Source: an optimization exercise on an open RTL-to-GDS flow (aim: small area and a short achievable clock period). Production flows keep margins and buffers that such runs may drop.
Function was checked by simulation only, so behaviour that the tests miss may differ from the original.

==> run H <==
==> flow/design.v <==
module pri_encoder (
    input  [119:0] ne,
    output         match,
    output [3:0]   num_match_low,
    output [3:0]   num_match_2nd_low
);
function [4:0] lod16(input [15:0] v);
    reg [7:0] a1, i1;
    reg [3:0] a2;
    reg [7:0] i2;
    reg [1:0] a3;
    reg [5:0] i3;
    integer k;
    begin
        for (k = 0; k < 8; k = k + 1) begin
            a1[k] = v[2*k] | v[2*k+1];
            i1[k] = ~v[2*k];
        end
        for (k = 0; k < 4; k = k + 1) begin
            a2[k] = a1[2*k] | a1[2*k+1];
            i2[2*k +: 2] = a1[2*k] ? {1'b0, i1[2*k]} : {1'b1, i1[2*k+1]};
        end
        for (k = 0; k < 2; k = k + 1) begin
            a3[k] = a2[2*k] | a2[2*k+1];
            i3[3*k +: 3] = a2[2*k] ? {1'b0, i2[4*k +: 2]} : {1'b1, i2[4*k+2 +: 2]};
        end
        lod16 = {a3[0] | a3[1], a3[0] ? {1'b0, i3[2:0]} : {1'b1, i3[5:3]}};
    end
endfunction
reg [15:0] r;
reg [16:0] ng;
reg [3:0]  jrow [0:15];
reg [3:0]  hi;
reg [15:0] row;
reg [4:0]  l;
integer i, j;
always @(*) begin
    for (i = 0; i < 16; i = i + 1) begin
        row = 16'd0;
        for (j = i + 1; j < 16; j = j + 1)
            row[j] = ~ne[i*15 - i*(i-1)/2 + (j-i-1)];
        l = lod16(row);
        r[i] = l[4];
        jrow[i] = l[3:0];
    end
    ng[0] = 1'b0;
    for (i = 1; i < 17; i = i + 1)
        ng[i] = ng[i-1] | r[i-1];
    hi = 4'd0;
    for (i = 0; i < 16; i = i + 1)
        hi = hi | ({4{r[i] & ~ng[i]}} & jrow[i]);
end
assign match = ng[16];
assign num_match_low[3] = ~ng[8] & ng[16];
assign num_match_low[2] = (~ng[4] & ng[8]) | (~ng[12] & ng[16]);
assign num_match_low[1] = (~ng[2] & ng[4]) | (~ng[6] & ng[8]) |
                          (~ng[10] & ng[12]) | (~ng[14] & ng[16]);
assign num_match_low[0] = (~ng[1] & ng[2]) | (~ng[3] & ng[4]) |
                          (~ng[5] & ng[6]) | (~ng[7] & ng[8]) |
                          (~ng[9] & ng[10]) | (~ng[11] & ng[12]) |
                          (~ng[13] & ng[14]) | (~ng[15] & ng[16]);
assign num_match_2nd_low = hi;
endmodule
module compare15 (
    input  [7:0] a,
    input  [7:0] b,
    output       ne
);
assign ne = (a != b);
endmodule
module compare_top (
    input  [127:0] in_data,
    output [119:0] ne
);
genvar i, j;
generate
    for (i = 0; i < 16; i = i + 1) begin : row
        for (j = i + 1; j < 16; j = j + 1) begin : col
            compare15 c (.a(in_data[8*i +: 8]), .b(in_data[8*j +: 8]),
                         .ne(ne[i*15 - i*(i-1)/2 + (j-i-1)]));
        end
    end
endgenerate
endmodule
module dup_finder (
    input          clk,
    input  [127:0] in_data,
    output reg     match,
    output reg [3:0] num_match_low,
    output reg [3:0] num_match_2nd_low
);
wire [119:0] ne_c;
reg  [119:0] ne_q;
wire         match_c;
wire [3:0]   low_c, low2_c;
compare_top cmptp (.in_data(in_data), .ne(ne_c));
always @(posedge clk)
    ne_q <= ne_c;
pri_encoder prienc (
    .ne(ne_q), .match(match_c), .num_match_low(low_c), .num_match_2nd_low(low2_c)
);
always @(posedge clk) begin
    match             <= match_c;
    num_match_low     <= low_c;
    num_match_2nd_low <= low2_c;
end
endmodule
==> flow/flow/run.sh <==
#!/bin/bash
# The standard layout (standard.sh), except that the input and output
# ports are buffered with sky130_fd_sc_hd__buf_1 cells, which timing repair
# then sizes as needed, instead of the delay-cell buffers buffer_ports picks
# by default. Every port still gets its own buffer.
set -euo pipefail
export BUFFER_PORTS_ARGS="-buffer_cell sky130_fd_sc_hd__buf_1"
bash standard.sh > standard_make.log 2>&1
==> flow/standard.sh <==
#!/bin/bash
# synth_recipe.tcl (not shown) runs the flow's synth.tcl, then flattens the netlist and writes it again
# the make line also repeats each setting of config.mk as NAME=value (left out here)
make -C /OpenROAD-flow-scripts/flow DESIGN_CONFIG=/design/flow/config.mk WORK_HOME=/design/flow/orfs CLKGATE_MAP_FILE= SYNTH_SCRIPT=/design/flow/synth_recipe.tcl "${@:-finish}"
==> flow/config.mk <==
export PLATFORM = sky130hd
export DESIGN_NAME = dup_finder
export DESIGN_NICKNAME = dup_finder
export VERILOG_FILES = /design/flow/design.v
export SDC_FILE = /design/flow/constraint.sdc
export NUM_CORES = 4
export LEC_CHECK = 0
export CAP_MARGIN = 20
export CORE_MARGIN = 2
export CORE_UTILIZATION = 30
export PLACE_DENSITY = 0.6
export SETUP_SLACK_MARGIN = 3.2
export SLEW_MARGIN = 20
export SYNTH_HIERARCHICAL = 1
==> flow/constraint.sdc <==
create_clock -name core_clock -period 5.5 [get_ports {clk}]
set_input_delay 1.1000 -clock core_clock [delete_from_list [all_inputs] [get_ports {clk}]]
set_output_delay 1.1000 -clock core_clock [all_outputs]
set_load 0.01 [all_outputs]
==> inputs of run A, as changes to run H <==
==> flow/design.v, changed modules only <==
module pri_encoder (
    input  [104:0] eq,
    input  [14:0]  any,
    output         match,
    output [3:0]   num_match_low,
    output [3:0]   num_match_2nd_low
);
function [4:0] lod16(input [15:0] v);
    reg [7:0] a1, i1;
    reg [3:0] a2;
    reg [7:0] i2;
    reg [1:0] a3;
    reg [5:0] i3;
    integer k;
    begin
        for (k = 0; k < 8; k = k + 1) begin
            a1[k] = v[2*k] | v[2*k+1];
            i1[k] = ~v[2*k];
        end
        for (k = 0; k < 4; k = k + 1) begin
            a2[k] = a1[2*k] | a1[2*k+1];
            i2[2*k +: 2] = a1[2*k] ? {1'b0, i1[2*k]} : {1'b1, i1[2*k+1]};
        end
        for (k = 0; k < 2; k = k + 1) begin
            a3[k] = a2[2*k] | a2[2*k+1];
            i3[3*k +: 3] = a2[2*k] ? {1'b0, i2[4*k +: 2]} : {1'b1, i2[4*k+2 +: 2]};
        end
        lod16 = {a3[0] | a3[1], a3[0] ? {1'b0, i3[2:0]} : {1'b1, i3[5:3]}};
    end
endfunction
reg [15:0] r;
reg [16:0] ng;
reg [3:0]  jrow [0:15];
reg [3:0]  hi;
reg [15:0] row;
reg [4:0]  l;
integer i, j;
always @(*) begin
    for (i = 0; i < 16; i = i + 1) begin
        row = 16'd0;
        for (j = i + 1; j < 15; j = j + 1)
            row[j] = eq[i*14 - i*(i-1)/2 + (j-i-1)];
        row[15] = 1'b1;
        l = lod16(row);
        jrow[i] = l[3:0];
    end
    r = {1'b0, any};
    ng[0] = 1'b0;
    for (i = 1; i < 17; i = i + 1)
        ng[i] = ng[i-1] | r[i-1];
    hi = 4'd0;
    for (i = 0; i < 16; i = i + 1)
        hi = hi | ({4{r[i] & ~ng[i]}} & jrow[i]);
end
assign match = ng[16];
assign num_match_low[3] = ~ng[8] & ng[16];
assign num_match_low[2] = (~ng[4] & ng[8]) | (~ng[12] & ng[16]);
assign num_match_low[1] = (~ng[2] & ng[4]) | (~ng[6] & ng[8]) |
                          (~ng[10] & ng[12]) | (~ng[14] & ng[16]);
assign num_match_low[0] = (~ng[1] & ng[2]) | (~ng[3] & ng[4]) |
                          (~ng[5] & ng[6]) | (~ng[7] & ng[8]) |
                          (~ng[9] & ng[10]) | (~ng[11] & ng[12]) |
                          (~ng[13] & ng[14]) | (~ng[15] & ng[16]);
assign num_match_2nd_low = hi;
endmodule
module compare15 (
    input  [7:0] a,
    input  [7:0] b,
    output       eq
);
assign eq = (a == b);
endmodule
module compare_top (
    input  [127:0] in_data,
    output [119:0] eq,
    output [14:0]  any
);
genvar i, j;
generate
    for (i = 0; i < 16; i = i + 1) begin : row
        for (j = i + 1; j < 16; j = j + 1) begin : col
            compare15 c (.a(in_data[8*i +: 8]), .b(in_data[8*j +: 8]),
                         .eq(eq[i*15 - i*(i-1)/2 + (j-i-1)]));
        end
        if (i < 15) begin : rany
            assign any[i] = |eq[i*15 - i*(i-1)/2 +: 15 - i];
        end
    end
endgenerate
endmodule
module dup_finder (
    input          clk,
    input  [127:0] in_data,
    output reg     match,
    output reg [3:0] num_match_low,
    output reg [3:0] num_match_2nd_low
);
wire [119:0] eq_c;
wire [14:0]  any_c;
reg  [104:0] eq_q;
reg  [14:0]  any_q;
wire         match_c;
wire [3:0]   low_c, low2_c;
compare_top cmptp (.in_data(in_data), .eq(eq_c), .any(any_c));
genvar i, j;
generate
    for (i = 0; i < 14; i = i + 1) begin : row
        for (j = i + 1; j < 15; j = j + 1) begin : col
            always @(posedge clk)
                eq_q[i*14 - i*(i-1)/2 + (j-i-1)] <= eq_c[i*15 - i*(i-1)/2 + (j-i-1)];
        end
    end
endgenerate
always @(posedge clk)
    any_q <= any_c;
pri_encoder prienc (
    .eq(eq_q), .any(any_q),
    .match(match_c), .num_match_low(low_c), .num_match_2nd_low(low2_c)
);
always @(posedge clk) begin
    match             <= match_c;
    num_match_low     <= low_c;
    num_match_2nd_low <= low2_c;
end
endmodule
==> flow/flow/run.sh (replaced) <==
#!/bin/bash
# The standard layout (standard.sh), except that the input and output
# ports are buffered with sky130_fd_sc_hd__buf_4 cells instead of the
# delay-cell buffers buffer_ports picks by default: each input drives
# fifteen comparators, and a stronger port buffer leaves timing repair less
# to do. Every port still gets its own buffer.
set -euo pipefail
export BUFFER_PORTS_ARGS="-buffer_cell sky130_fd_sc_hd__buf_4"
bash standard.sh > standard_make.log 2>&1
--- a/flow/config.mk
+++ b/flow/config.mk
@@ -9,6 +9,8 @@
 export CORE_MARGIN = 2
 export CORE_UTILIZATION = 30
+export CTS_BUF_LIST = sky130_fd_sc_hd__clkbuf_8
+export GPL_TIMING_DRIVEN = 0
 export PLACE_DENSITY = 0.6
-export SETUP_SLACK_MARGIN = 3.2
+export SETUP_SLACK_MARGIN = 3.4
 export SLEW_MARGIN = 20
 export SYNTH_HIERARCHICAL = 1
==> results.ini <==
[clocking]
clock_latency_ns=0.45
cts_root_buf=clkbuf_8

[grt]
grt.total_usage=0.231

[run_status]
status=no timing/DRC/antenna violations

[power]
power_density_nw_per_um2=189
pg_comb_mw=1.45

[final_layout]
buffers=143
mostFrequentLayoutCell=xnor2_1
design_area_um2=16800
multi_input_area_share=0.708
seq-cell-share=0.154

[drt]
routed_wl_um=59200

[worst_setup_path]
cpPeakStageDelay_ns=0.32

(the above is from run A)
==> results.ini <==
[place]
placed_cells=2561

[power]
power_density_nw_per_um2=200

[clocking]
cts_root_buf=clkbuf_16

[run_status]
status=no timing/DRC/antenna violations

[sta]
fin_ws_ns=3.13

[worst_setup_path]
cpPeakStageDelay_ns=0.69

[drt]
met3_length_um=6510

[final_layout]
buffers=249
multi_input_area_share=0.684
seq-cell-share=0.148
design_area_um2=17600

(the above is from run H)

==> what the ideal ports hide <==
The results above use ideal ports. As a check the final layouts listed here were re-extracted and re-timed, cells and wires unchanged. Step 1 sets driving cells, clkbuf_16 on the clock port and buf_2 on the other inputs (assumed; they add their load-dependent delay and slew). Step 2 also shifts input and output timing later by t, the mid clock arrival at the registers, as if the neighbouring blocks saw the same clock. a / b / c = ideal / step 1 / step 2; a / b = the first two.
| run | t (ns) | setup WS [ns] | cell pins on the clock port's net |
|---|---|---|---|
| run H | 0.486 | 3.128 / 3.151 / 2.665 | 1 |
| run A | 0.490 | 3.439 / 3.436 / 2.963 | 1 |
After both steps every run listed still meets setup and hold. The setup slack of run A, which loses most, moves by -0.003 ns with the drivers and by -0.476 ns with both steps.
